Background: an optimization exercise with open tools, aiming at small area. Do not read the settings as production practice.
Function was checked by simulation only, so behaviour that the tests miss may differ from the original.
Power is estimated from default activity; no workload was simulated.

==> flow/design.v, too long to show whole: its modules and the start of the top module <==
// module p_fa: 4 lines
// module p_fac: 4 lines
// module p_ha: 4 lines
// module p_nor2: 3 lines
// module p_or2: 3 lines
// module p_and2: 3 lines
// module p_inv: 3 lines
// module p_xor2: 3 lines
// module p_xnor2: 3 lines
// module p_xor3: 3 lines
// module p_a222oi: 3 lines
// module magnitude_wrapper: 1020 lines
module magnitude_wrapper(
	input aclk,
	input aresetn,
	input s_i_data_valid,
	output reg s_o_data_ready,
	input [31:0] s_i_data,
	output reg m_o_data_valid,
	input m_i_data_ready,
	output [31:0] m_o_data
    );
  // ...
==> flow/flow/run.sh <==
#!/bin/bash
# Standard layout, but the port buffers are the smallest plain buffer and
# the clock tree uses smaller buffers without dummy loads.
set -euo pipefail
export BUFFER_PORTS_ARGS="-buffer_cell sky130_fd_sc_hd__buf_1"
export CTS_ARGS="-sink_clustering_enable -repair_clock_nets -dont_use_dummy_load -buf_list sky130_fd_sc_hd__clkbuf_8"
bash standard.sh finish > standard_flow.log 2>&1
==> flow/standard.sh <==
#!/bin/bash
# synth_recipe.tcl (not shown) runs the flow's synth.tcl, then flattens the netlist and writes it again
# the make line also repeats each setting of config.mk as NAME=value (left out here)
make -C /OpenROAD-flow-scripts/flow DESIGN_CONFIG=/design/flow/config.mk WORK_HOME=/design/flow/orfs CLKGATE_MAP_FILE= SYNTH_SCRIPT=/design/flow/synth_recipe.tcl "${@:-finish}"
==> flow/config.mk <==
export PLATFORM = sky130hd
export DESIGN_NAME = magnitude_wrapper
export DESIGN_NICKNAME = magnitude_wrapper
export VERILOG_FILES = /design/flow/design.v
export SDC_FILE = /design/flow/constraint.sdc
export NUM_CORES = 4
export LEC_CHECK = 0
export CAP_MARGIN = 20
export CORE_MARGIN = 2
export CORE_UTILIZATION = 40
export GPL_TIMING_DRIVEN = 0
export SLEW_MARGIN = 20
export SYNTH_HIERARCHICAL = 1
export SYNTH_MINIMUM_KEEP_SIZE = 0
==> flow/constraint.sdc <==
create_clock -name core_clock -period 10.0 [get_ports {aclk}]
set_input_delay 2.0000 -clock core_clock [delete_from_list [all_inputs] [get_ports {aclk}]]
set_output_delay 2.0000 -clock core_clock [all_outputs]
set_load 0.01 [all_outputs]
==> impl_metrics.yaml, run 1 <==
min_path:
  holdPathStages: 0
  min-delay-path-class: "register to register"
routing:
  detail_route.first_pass.iterations: 5
  antenna_left: 0
setup_path:
  cp-start-kind: "primary input"
  crit_top_cell: "fa_1"
  critPathLaunch: "s_i_data[2]"
final_layout:
  multi_input_comb_area_um2: 4460
  layout.filler_cells: 1616
  layout.cells.non_filler: 935
  finish.instance_area_um2: 8180
  clock_network_share_of_area_pct: 1.51
yosys:
  synth-warning-count: 7
  top_count_cell_post_synth: "fa_1"
  mappedNetlistNets: 774
  mux_contribution_to_synthesized_area_pct: 0
cts:
  postCtsResizedCells: 0
  cell_at_the_root_of_the_clock_tree: "clkbuf_8"
  tritoncts: "yes"
power:
  power.sequential.fraction_pct: 23.4
  power.switching_mw: 1.28
sta:
  timing_worst_slew_pin_value_ps: 795
  slew_headroom_pct: 46.9
  timing.setup.tns_ps: 0
run_status:
  run_status: "timing/DRC/antenna clean"
placed_design:
  pre_cts_setup_slack_ps: -221
==> run 2, diff against run 1 <==
--- a/flow/config.mk
+++ b/flow/config.mk
@@ -8,6 +8,5 @@
 export CAP_MARGIN = 20
 export CORE_MARGIN = 2
-export CORE_UTILIZATION = 40
-export GPL_TIMING_DRIVEN = 0
+export CORE_UTILIZATION = 65
 export SLEW_MARGIN = 20
 export SYNTH_HIERARCHICAL = 1
==> run 2 against run 1 <==
Still clean on timing, DRC and antenna. Fmax up 4.0%. Combinational power about the same. Sequential power about the same. Design area is 4.8% lower. Worst setup slack improved by 370 ps. Sequential cell count is the same. Clock power down 2%. Sequential share of layout area up 1.4 points. Clock skew is 2.8 ps lower. Largest cell class unchanged. Highest routed layer unchanged.
==> impl_metrics.yaml, run 2 <==
routing:
  route.detailed.wl_per_inst_um: 19.1
  antenna_left: 0
  num_vias: 4680
  routed_via_density: 5.86
  drt_drc_violations_left: 0
  total_wire_length_after_detailed_routing_um: 15200
  detail_route.first_pass.iterations: 6
  drt_iter0_drc: 439
setup_path:
  critical_path.endpoint_type: "register"
  cp-start-kind: "primary input"
  end_point_of_the_critical_path: "cn[31]$_DFF_P_"
  setup.reg_to_reg.worst_slack_ps: 1550
  crit-reg2reg-launch: "f2$_DFF_P_"
  r2r-end: "cn[31]$_DFF_P_"
  worst-setup-path-type: "primary input to register"
  timing.critical_path.required_ps: 10290
  arrival_ps: 9600
  crit_fanout: 16
  logic_depth_of_the_worst_register_to_register_path: 24
  critPathLaunch: "s_i_data[8]"
yosys:
  yosys.area_share.adder_pct: 44.4
  synth-warning-count: 7
  synth_ff_type: "dfxtp_1"
  synth_sequential_area_ratio_pct: 32.7
  syn_area_um2: 7070
  synth_cells: 568
  synth_enable_flop_cells: 17
  yosys.area_share.xor_xnor_pct: 0.372
  mappedNetlistNets: 774
  dominant_combinational_cell_family_by_area_after_synthesis: "adder cells"
  post_synth_and_or_nand_nor_area_fraction_pct: 10.9
  ys_top_cells_by_count: "fa_1 (135), nor2_1 (109), dfxtp_1 (90), inv_1 (57), a222oi_1 (50)"
  yosysTopAreaCellShare_pct: 38.2
  synth-compound-area-share_pct: 7.28
  synth-seq-cells: 107
  mux_contribution_to_synthesized_area_pct: 0
  distinct_cell_type_count_of_the_synthesized_netlist: 18
  synth.avg_cell_area_um2: 12.4
  top_count_cell_post_synth: "fa_1"
  synth_area_leaders: "fa_1 (38%), dfxtp_1 (25%), edfxtp_1 (7.2%), a222oi_1 (7.1%), ha_1 (6.2%)"
  synthArstFlopShare_pct: 0
  largest_area_contributor_in_the_netlist: "fa_1"
cts:
  tritoncts: "yes"
  post-cts-setup-buffer-count: 0
  htree_num_levels: 3
  cts_hold_repair.buffers: 0
  cell_at_the_root_of_the_clock_tree: "clkbuf_8"
  cts_sinks: 107
  clk-insertion-delay-late_ps: 390
  clk_pin_slew_worst_paths_ps: 110
  cts-root-to-sink-buffers: 2
  numCtsBuffers: 9
  postCtsResizedCells: 0
final_layout:
  most_common_library_cell_in_the_layout_ignoring_fill_and_taps: "fa_1"
  area.growth.synth_to_final_pct: 10.2
  largest_registers: "cn x32, p x32"
  finish.net_count: 866
  layout_cell_share_with_drive_strength_beyond_1_pct: 5.93
  final_cell_mix: "fa_1 (135), nor2_1 (108), dfxtp_1 (90), buf_1 (69), inv_1 (57)"
  diode_count: 0
  layout.area.seq_um2: 2310
  layout.filler_cells: 799
  finish.instance_area_um2: 7790
  multi_input_comb_area_um2: 4460
floorplanning:
  die_area_um2: 11700
  floorplan.initialDensity_pct: 65.8
  fp-row-count: 38
  chipWidth_um: 108
  num_io_pins: 70
  fp.dieH_um: 108
  coreArea_um2: 10700
sta:
  finalMaxSlewViolations: 0
  slew_headroom_pct: 48.0
  timing.setup.tns_ps: 0
  achievable-frequency_mhz: 107
  hold_viol: 0
  timing_worst_slew_pin_value_ps: 781
  unrepaired_setup_endpoints_after_global_routing: "no"
  final.period_utilization_pct: 93.1
  final.setup_skew_ps: 31.5
  finalSetupViolCount: 0
  min_period_ps: 9310
placed_design:
  count_of_input_and_output_buffers: 69
  dpl_cell_area_um2: 7660
  place.gp.congestion: 0.878
  dpl.hpwl_um: 10900
grt:
  number_of_antenna_violations_at_the_first_check_in_global_routing: 0
  grt_start_max_net_pins: 36
  grt_pass1_wl_um: 25000
  grt_pass1_vias: 5201
  globalRoute.totalOverflow: 0
  grt_use_total_pct: 28.8
power:
  leakage_nw: 3.61
  power_per_cell_area_nw_per_um2: 379
  vdd_drop_max_mv: 0.282
min_path:
  min-delay-path-class: "register to register"
job:
  maxCapViolCount: 0
run_status:
  run_status: "timing/DRC/antenna clean"
run 2: changes by cell type in the layout (fill, tap and decap cells not counted), moves of 4 or more:
cell,previous run,this run
buf_2,40,0
clkdlybuf4s18_2,9,0
buf_4,24,19
buf_12,1,5
run 2: through the flow:
stage	utilization (%)	setup WS [ps]	std cells	total power, mW	hold slack [ps]
3_5_place_dp	71.3	190	789	2.73	380
3_3_place_gp	71.3	354	789	2.65	368
5_1_grt	72.5	382	798	3.28	400
2_1_floorplan	-	228	568	2.18	360
6_report	72.5	690	798	2.95	393
4_1_cts	72.4	654	798	2.97	396
run 2: where the power goes:
| part | total [mW] | switching, mW | internal (mW) |
|---|---|---|---|
| clock network | 0.216 | 0.134 | 0.0812 |
| registers | 0.691 | 0.0541 | 0.637 |
| logic | 2.04 | 1.11 | 0.931 |
run 2: area by class of cell:
class	instances	share of cell area [%]
timing repair buffer	93	6.44
sequential	107	29.7
clock buffer	9	1.59
inverter	58	2.80
tap	140	2.25
multi-input combinational	391	57.2
run 2: how the worst min path moves through the flow:
stage / startpoint / end / cells after the start
2_1_floorplan: start$_DFF_P_ / ack$_DFF_P_ / 0
3_3_place_gp: start$_DFF_P_ / ack$_DFF_P_ / 0
3_5_place_dp: start$_DFF_P_ / ack$_DFF_P_ / 0
4_1_cts: start$_DFF_P_ / ack$_DFF_P_ / 0
5_1_grt: start$_DFF_P_ / ack$_DFF_P_ / 0
6_report: start$_DFF_P_ / ack$_DFF_P_ / 0
run 2: kinds of logic (layout without fill, tap and decap cells):
family	Yosys count	in the layout
fa+ha+maj	170	170
simple gates	166	166
flops	107	107
buf+inv	70	160
compound gates	52	52
xor+xnor	3	3
run 2: routing by layer:
layer	part of all wire, %	track usage [%]
met1	41	36.7
met2	50	48.1
met3	7.8	7.35
met4	2.0	10.6
met5	0	0
run 2: per-module statistics from Yosys, one instance, submodules excluded:
module	cell area (µm²)	cells inside	copies in the design	flops+latches
p_fac	27.5	5	1	0
p_xor2	8.76	1	3	0
p_a222oi	10.0	1	50	0
p_ha	12.5	1	34	0
p_and2	6.26	1	34	0
p_nor2	3.75	1	105	0
p_inv	3.75	1	51	0
p_or2	6.26	1	15	0
p_fa	20.0	1	135	0
magnitude_wrapper	2490	136	1	107
run 2: critical path: stages:
cell	delay (ps)
buf_1	90
a222oi_1	440
buf_12	220
inv_1	50
inv_1	50
ha_1	130
inv_1	50
fa_1	450
fa_1	410
fa_1	420
fa_1	470
fa_1	400
fa_1	390
fa_1	390
fa_1	390
fa_1	390
fa_1	380
fa_1	410
fa_1	400
fa_1	390
fa_1	400
fa_1	390
xor2_1	170
inv_1	70
a222oi_1	280

## static timing again, ports no longer ideal
Ports are ideal in the flow. The routed layouts listed here were re-timed in OpenROAD.
Step 1: set_driving_cell puts a clkbuf_16 on aclk and a buf_2 on each other input, an assumption about the parent block.
Step 2 also shifts input and output timing later by t, the mid clock arrival at the registers, as if the neighbouring blocks saw the same clock.
Three values: ideal, step 1, step 2; two values: the first two.
| run | t, ns | slack for setup (ns) | worst register clock-pin slew, ns |
|---|---|---|---|
| run 1 | 0.416 | 0.315 / 0.331 / -0.085 | 0.11 / 0.11 |
| run 2 | 0.414 | 0.690 / 0.703 / 0.288 | 0.11 / 0.11 |
With both steps, setup timing fails in run 1, where it was met with ideal ports. For run 2, which loses most, drivers alone change the setup slack by +0.013 ns; drivers and shift together by -0.402 ns.
